This is an optimization exercise on Yosys and OpenROAD, whose aim is small area, not a production implementation.
Where RTL was checked, it was by simulation tests only, not by an equivalence proof against the original.
Power is estimated from default activity; no workload was simulated.

==> inputs of run a <==
Design adcSGM58600Ctrler, start of the top module:
module adcSGM58600Ctrler
#(
  parameter STATUS = 8'b0000_0100,
  parameter MUX    = 8'b0001_0000,
  parameter ADCON  = 8'b0000_0001,
  parameter DRATE  = 8'b1111_0000
)(
  output reg  [23 : 0]  adc_dout_24b,
  output reg            adc_dout_24b_valid,
  output wire         adc_cs_n,
  output wire         adc_sclk,
  output reg          adc_din,
  input  wire         adc_dout,
  input  wire         adc_drdy_n,
  output wire         adc_sync_n,
  output wire         adc_rst_n,
  input  wire         clk,
  input  wire         rstn
);
reg adc_drdy_n_r1;
always @(posedge clk)
  adc_drdy_n_r1 <= adc_drdy_n;
wire adc_drdy_n_nedge = ~adc_drdy_n &  adc_drdy_n_r1;
wire adc_drdy_n_pedge =  adc_drdy_n & ~adc_drdy_n_r1;
assign adc_cs_n   = 1'b0;
assign adc_sync_n = 1'b1;
assign adc_rst_n  = rstn;
localparam [1:0] IDLE = 2'd0, WRITE_REG = 2'd1, SEND_CMD = 2'd2, READ = 2'd3;
reg [1:0] state;
reg [5:0] cnt;        
reg [1:0] adc_sclk_cnt;
wire s_idle = (state == IDLE);
wire s_wreg = (state == WRITE_REG);
wire s_cmd  = (state == SEND_CMD);
wire s_read = (state == READ);
assign adc_sclk = adc_sclk_cnt[1];
wire adc_sclk_pedge    = (adc_sclk_cnt == 2'b10);
wire adc_sclk_pedge_r1 = (adc_sclk_cnt == 2'b11);  
wire write_reg_finish  = cnt[5] & cnt[4];            
wire rdatac_cmd_finish = |cnt[5:3];                  
wire rdatac_wait_finish = cnt[5] & cnt[4] & cnt[3] & cnt[1];  
reg adc_sclk_en;
always @(*) begin
  case (state)
  ...
==> module adcSGM58600Ctrler, before the edit <==
module adcSGM58600Ctrler
#(
  parameter STATUS = 8'b0000_0100,
  parameter MUX    = 8'b0001_0000,
  parameter ADCON  = 8'b0000_0001,
  parameter DRATE  = 8'b1111_0000
)(
  output reg  [23 : 0]  adc_dout_24b,
  output reg            adc_dout_24b_valid,
  output wire         adc_cs_n,
  output wire         adc_sclk,
  output reg          adc_din,
  input  wire         adc_dout,
  input  wire         adc_drdy_n,
  output wire         adc_sync_n,
  output wire         adc_rst_n,
  input  wire         clk,
  input  wire         rstn
);
reg adc_drdy_n_r1;
always @(posedge clk)
  adc_drdy_n_r1 <= adc_drdy_n;
wire adc_drdy_n_nedge = ~adc_drdy_n &  adc_drdy_n_r1;
wire adc_drdy_n_pedge =  adc_drdy_n & ~adc_drdy_n_r1;
assign adc_cs_n   = 1'b0;
assign adc_sync_n = 1'b1;
assign adc_rst_n  = rstn;
localparam [1:0] IDLE = 2'd0, WRITE_REG = 2'd1, SEND_CMD = 2'd2, READ = 2'd3;
reg [1:0] state;
reg [5:0] cnt;        
reg [1:0] adc_sclk_cnt;
wire s_idle = (state == IDLE);
wire s_wreg = (state == WRITE_REG);
wire s_cmd  = (state == SEND_CMD);
wire s_read = (state == READ);
assign adc_sclk = adc_sclk_cnt[1];
wire adc_sclk_pedge    = (adc_sclk_cnt == 2'b10);
wire adc_sclk_pedge_r1 = (adc_sclk_cnt == 2'b11);  
wire write_reg_finish  = cnt[5] & cnt[4];            
wire rdatac_cmd_finish = |cnt[5:3];                  
wire rdatac_wait_finish = cnt[5] & cnt[4] & cnt[3] & cnt[1];  
reg adc_sclk_en;
always @(*) begin
  case (state)
    WRITE_REG: adc_sclk_en = ~write_reg_finish;
    SEND_CMD:  adc_sclk_en = ~adc_drdy_n & ~rdatac_cmd_finish;
    READ:      adc_sclk_en = ~adc_drdy_n;
    default:   adc_sclk_en = 1'b0;
  endcase
end
always @(posedge clk) begin
  if (adc_sclk_en)
    adc_sclk_cnt <= adc_sclk_cnt + 1'b1;
  else if (adc_sclk_cnt == 2'b10)
    adc_sclk_cnt <= 2'b11;
  else
    adc_sclk_cnt <= 2'b00;
end
always @(posedge clk) begin
  if (~rstn) begin
    state <= IDLE;
    cnt   <= 6'd0;
  end else
    case (state)
      IDLE: if (adc_drdy_n_nedge) state <= WRITE_REG;
      WRITE_REG:
        if (adc_drdy_n_nedge && write_reg_finish) begin
          state <= SEND_CMD;
          cnt   <= 6'd0;
        end else if (adc_sclk_pedge)
          cnt <= cnt + 1'b1;
      SEND_CMD:
        if (rdatac_wait_finish)
          state <= READ;
        else if (adc_sclk_pedge || rdatac_cmd_finish)
          cnt <= cnt + 1'b1;
      default: ;
    endcase
end
localparam [48:0] WREG_FRAME = {1'b0, 4'b0101, 4'h0, 4'h0, 4'h3, STATUS, MUX, ADCON, DRATE};
wire wreg_bit = WREG_FRAME[6'd48 - cnt];
always @(*) begin
  case (state)
    WRITE_REG: adc_din = wreg_bit;
    SEND_CMD:  adc_din = (cnt >= 6'd7);  
    default:   adc_din = 1'b0;
  endcase
end
reg [23:0] adc_dout_24b_temp;
always @(posedge clk) begin
  if (s_read) begin
    if (adc_sclk_pedge_r1)
      adc_dout_24b_temp <= {adc_dout_24b_temp[22:0], adc_dout};
  end else
    adc_dout_24b_temp <= 24'd0;
end
always @(posedge clk) begin
  if (~rstn)
    adc_dout_24b <= 24'd0;
  else if (s_read && adc_drdy_n_pedge)
    adc_dout_24b <= adc_dout_24b_temp;
end
always @(posedge clk)
  adc_dout_24b_valid <= s_read & adc_drdy_n_pedge;
endmodule
export LEC_CHECK = 0
export ABC_AREA = 1
export CAP_MARGIN = 20
export CORE_MARGIN = 2
export CORE_UTILIZATION = 40
export CTS_BUF_LIST = sky130_fd_sc_hd__clkbuf_4
export CTS_CLUSTER_SIZE = 30
export SLEW_MARGIN = 20
create_clock -name core_clock -period 10.0 [get_ports {clk}]
run.sh (not shown) runs the stock make flow with config.mk's settings and CLKGATE_MAP_FILE= SYNTH_SCRIPT=/design/flow/synth_recipe.tcl, a recipe that flattens the netlist after the stock synthesis.
==> inputs of run b, as changes to run a <==
==> flow/design.v (replaced) <==
`default_nettype none
module adcSGM58600Ctrler
#(
  parameter STATUS = 8'b0000_0100,
  parameter MUX    = 8'b0001_0000,
  parameter ADCON  = 8'b0000_0001,
  parameter DRATE  = 8'b1111_0000
)(
  output reg  [23 : 0]  adc_dout_24b,
  output reg            adc_dout_24b_valid,
  output wire         adc_cs_n,
  output wire         adc_sclk,
  output reg          adc_din,
  input  wire         adc_dout,
  input  wire         adc_drdy_n,
  output wire         adc_sync_n,
  output wire         adc_rst_n,
  input  wire         clk,
  input  wire         rstn
);
reg adc_drdy_n_r1;
always @(posedge clk)
  adc_drdy_n_r1 <= adc_drdy_n;
wire adc_drdy_n_nedge = ~adc_drdy_n &  adc_drdy_n_r1;
wire adc_drdy_n_pedge =  adc_drdy_n & ~adc_drdy_n_r1;
assign adc_cs_n   = 1'b0;
assign adc_sync_n = 1'b1;
assign adc_rst_n  = rstn;
localparam [1:0] IDLE = 2'd0, WRITE_REG = 2'd1, SEND_CMD = 2'd2, READ = 2'd3;
reg [1:0] state;
reg [5:0] cnt;
wire s_wreg = (state == WRITE_REG);
wire s_cmd  = (state == SEND_CMD);
wire s_read = (state == READ);
reg [1:0] ph;
assign adc_sclk = ph[1];
wire adc_sclk_pedge    =  ph[1] &  ph[0];
wire adc_sclk_pedge_r1 =  ph[1] & ~ph[0];
wire write_reg_finish   = cnt[5] & cnt[4];                    
wire rdatac_cmd_finish  = |cnt[5:3];                          
wire rdatac_wait_finish = cnt[5] & cnt[4] & cnt[3] & cnt[1];  
reg adc_sclk_en;
always @(*) begin
  case (state)
    WRITE_REG: adc_sclk_en = ~write_reg_finish;
    SEND_CMD:  adc_sclk_en = ~adc_drdy_n & ~rdatac_cmd_finish;
    READ:      adc_sclk_en = ~adc_drdy_n;
    default:   adc_sclk_en = 1'b0;
  endcase
end
always @(posedge clk) begin
  ph[0] <= adc_sclk_en & ~ph[1];
  ph[1] <= ph[0] & (adc_sclk_en | ph[1]);
end
wire wreg_done = s_wreg & adc_drdy_n_nedge & write_reg_finish;
wire cnt_keep  = rstn & ((s_wreg & ~wreg_done) | s_cmd);    
wire cnt_inc   = adc_sclk_pedge | (s_cmd & rdatac_cmd_finish);
always @(posedge clk)
  cnt <= {6{cnt_keep}} & (cnt + cnt_inc);
always @(posedge clk) begin
  if (~rstn)
    state <= IDLE;
  else
    case (state)
      IDLE:      if (adc_drdy_n_nedge)   state <= WRITE_REG;
      WRITE_REG: if (wreg_done)          state <= SEND_CMD;
      SEND_CMD:  if (rdatac_wait_finish) state <= READ;
      default: ;
    endcase
end
localparam [48:0] WREG_FRAME = {1'b0, 4'b0101, 4'h0, 4'h0, 4'h3, STATUS, MUX, ADCON, DRATE};
reg wreg_bit;
integer k;
always @(*) begin
  wreg_bit = 1'b0;
  for (k = 0; k <= 48; k = k + 1)
    if (cnt == k) wreg_bit = WREG_FRAME[48 - k];
end
always @(*) begin
  case (state)
    WRITE_REG: adc_din = wreg_bit;
    SEND_CMD:  adc_din = (cnt >= 6'd7);  
    default:   adc_din = 1'b0;
  endcase
end
wire tmp_shift = s_read &  adc_sclk_pedge_r1;
wire tmp_hold  = s_read & ~adc_sclk_pedge_r1;    
wire word_done = s_read & adc_drdy_n_pedge;
wire out_load  = rstn &  word_done;
wire out_hold  = rstn & ~word_done;               
reg [23:0] adc_dout_24b_temp;
always @(posedge clk)
  adc_dout_24b_temp <= ({24{tmp_shift}} & {adc_dout_24b_temp[22:0], adc_dout})
                     | ({24{tmp_hold}}  & adc_dout_24b_temp);
always @(posedge clk)
  adc_dout_24b <= ({24{out_load}} & adc_dout_24b_temp)
                | ({24{out_hold}} & adc_dout_24b);
always @(posedge clk)
  adc_dout_24b_valid <= word_done;
endmodule
`resetall
==> flow/flow/run.sh (new file) <==
#!/bin/bash
# Standard ORFS layout with three changes:
#  - synthesis maps logic with an area-oriented ABC script (synth.tcl, area.abc);
#  - port buffers use the smallest buffer, sky130_fd_sc_hd__buf_1;
#  - CTS builds one cluster of sinks under a single buffer level.
set -euo pipefail
here=$(pwd)
export MY_ABC_SCRIPT=$here/flow/area.abc
bash standard.sh \
  SYNTH_SCRIPT=$here/flow/synth.tcl \
  "BUFFER_PORTS_ARGS=-buffer_cell sky130_fd_sc_hd__buf_1" \
  "CTS_ARGS=-sink_clustering_enable -sink_clustering_size 64 -sink_clustering_max_diameter 500 -buf_list sky130_fd_sc_hd__clkbuf_8 -root_buf sky130_fd_sc_hd__clkbuf_8 -repair_clock_nets" \
  finish > standard.log 2>&1
==> flow/flow/area.abc (new file) <==
strash
&get -n
&st
&dch -f
&nf -R 1000
&put
topo
==> flow/flow/synth.tcl (new file) <==
# The standard flow's synthesis script (synth_recipe.tcl) with one change: ABC maps the
# logic with an area-oriented script (MY_ABC_SCRIPT) in place of ORFS's.
# Registers, their names and the flatten/rename steps are unchanged.
proc synth {args} { yosys synth -nofsm -noshare {*}$args }
proc abc {args} {
  set i [lsearch -exact $args -script]
  if { $i >= 0 && [info exists ::env(MY_ABC_SCRIPT)] } {
    set args [lreplace $args [expr {$i + 1}] [expr {$i + 1}] $::env(MY_ABC_SCRIPT)]
  }
  yosys abc {*}$args
}
source $::env(SCRIPTS_DIR)/synth.tcl
# left out here: clear keep_hierarchy, flatten, clean up, hide names made inside functions, write 1_2_yosys.v
==> flow/standard.sh (new file) <==
#!/bin/bash
# synth_recipe.tcl (not shown) runs the flow's synth.tcl, then flattens the netlist and writes it again
# the make line also repeats each setting of config.mk as NAME=value (left out here)
make -C /OpenROAD-flow-scripts/flow DESIGN_CONFIG=/design/flow/config.mk WORK_HOME=/design/flow/orfs CLKGATE_MAP_FILE= SYNTH_SCRIPT=/design/flow/synth_recipe.tcl "${@:-finish}"
Settings changed: CTS_BUF_LIST sky130_fd_sc_hd__clkbuf_4 to unset, CTS_CLUSTER_SIZE 30 to unset.
removed: flow/run.sh
==> inputs of run c, as changes to run a <==
Settings changed: ABC_AREA 1 to unset, CTS_BUF_LIST sky130_fd_sc_hd__clkbuf_4 to unset, CTS_CLUSTER_SIZE 30 to unset.
==> run summary <==
Fraction of power consumed by sequential logic: run b 0.505; run a 0.442; run c 0.389
Global-route track usage on met3: run b 0.0699; run a 0.0457; run c 0.0448
Reported leakage power: run b 0.000946 uW; run a 0.00146 uW; run c 0.00116 uW
Clock buffer cells: run b 11; run a 10; run c 10
Clock network fraction of design power: run b 0.395; run a 0.270; run c 0.390
Number of tapcells: run b 70; run a 77; run c 96
Maximum number of pins on one net before global-route repair: run b 25; run a 30; run c 29
Footprint of the multi-input gates: run b 833 um^2; run a 1220 um^2; run c 1490 um^2
Met3 wire len: run b 257 um; run a 157 um; run c 163 um
Later-pin clock latency in the skew report: run b 0.33 ns; run a 0.40 ns; run c 0.33 ns
Top-area cell type share of the netlist area: run b 0.578; run a 0.459; run c 0.421
Power Density: run b 198 nW/um^2; run a 196 nW/um^2; run c 196 nW/um^2
Switching part of the total power: run b 0.259; run a 0.341; run c 0.281
Most common library cell in the layout ignoring fill and taps: run b dfxtp_1; run a nor2_1; run c dfxtp_1
Clock-pin slew on the worst setup and hold paths: run b 0.06 ns; run a 0.10 ns; run c 0.07 ns
Slack of the critical path: run b 5.67 ns; run a 4.16 ns; run c 4.71 ns
Combinational group share of total power: run b 0.100; run a 0.288; run c 0.221
Multiplexer share of the synthesized area: run b 0.00481; run a 0; run c 0.0982
Headroom to the max-slew limit: run b 0.437; run a 0.320; run c 0.474
Met2 Wirelength: run b 1720 um; run a 2430 um; run c 2270 um
Largest fanout on the critical path: run b 6; run a 29; run c 28
Worst Reg2Reg Path Length in Cells: run b 9; run a 6; run c 5
Status: run b complete, no violations; run a complete, no violations; run c complete, no violations
Number of instances on the worst hold path: run b 1; run a 1; run c 2
Number of nets in the final layout: run b 237; run a 389; run c 340
Adder-Cell Fraction of Synth Area: run b 0.0421; run a 0.0526; run c 0.0482
Worst EP arrival: run b 2.33 ns; run a 3.84 ns; run c 3.29 ns
Only the layout flow was run in run b; the RTL was not checked for function there.

-- re-timing with driven ports --
No port has a modelled driver above. Below, the same layouts with a new extraction and two added sets of constraints.
Step 1 sets driving cells, clkbuf_16 on the clock port and buf_2 on the other inputs (assumed; they add their load-dependent delay and slew).
Step 2, shift: input delay + t, output delay - t, t = (earliest + latest rising clock arrival at the registers) / 2. This alone moves slack from input paths to output paths.
a / b / c = ideal ports / drivers / drivers and shift; a / b = the first two.
run | t, ns | setup WS [ns] | hold slack, ns | clock arrival spread, ns
run a | 0.417 | 4.160 / 4.134 / 4.134 | 0.471 / 0.471 / 0.471 | 0.009 / 0.009
run b | 0.356 | 5.675 / 5.653 / 5.653 | 0.463 / 0.463 / 0.463 | 0.009 / 0.009
run c | 0.358 | 4.713 / 4.687 / 4.687 | 0.450 / 0.450 / 0.450 | 0.007 / 0.007
After both steps setup and hold are still met in every run listed.
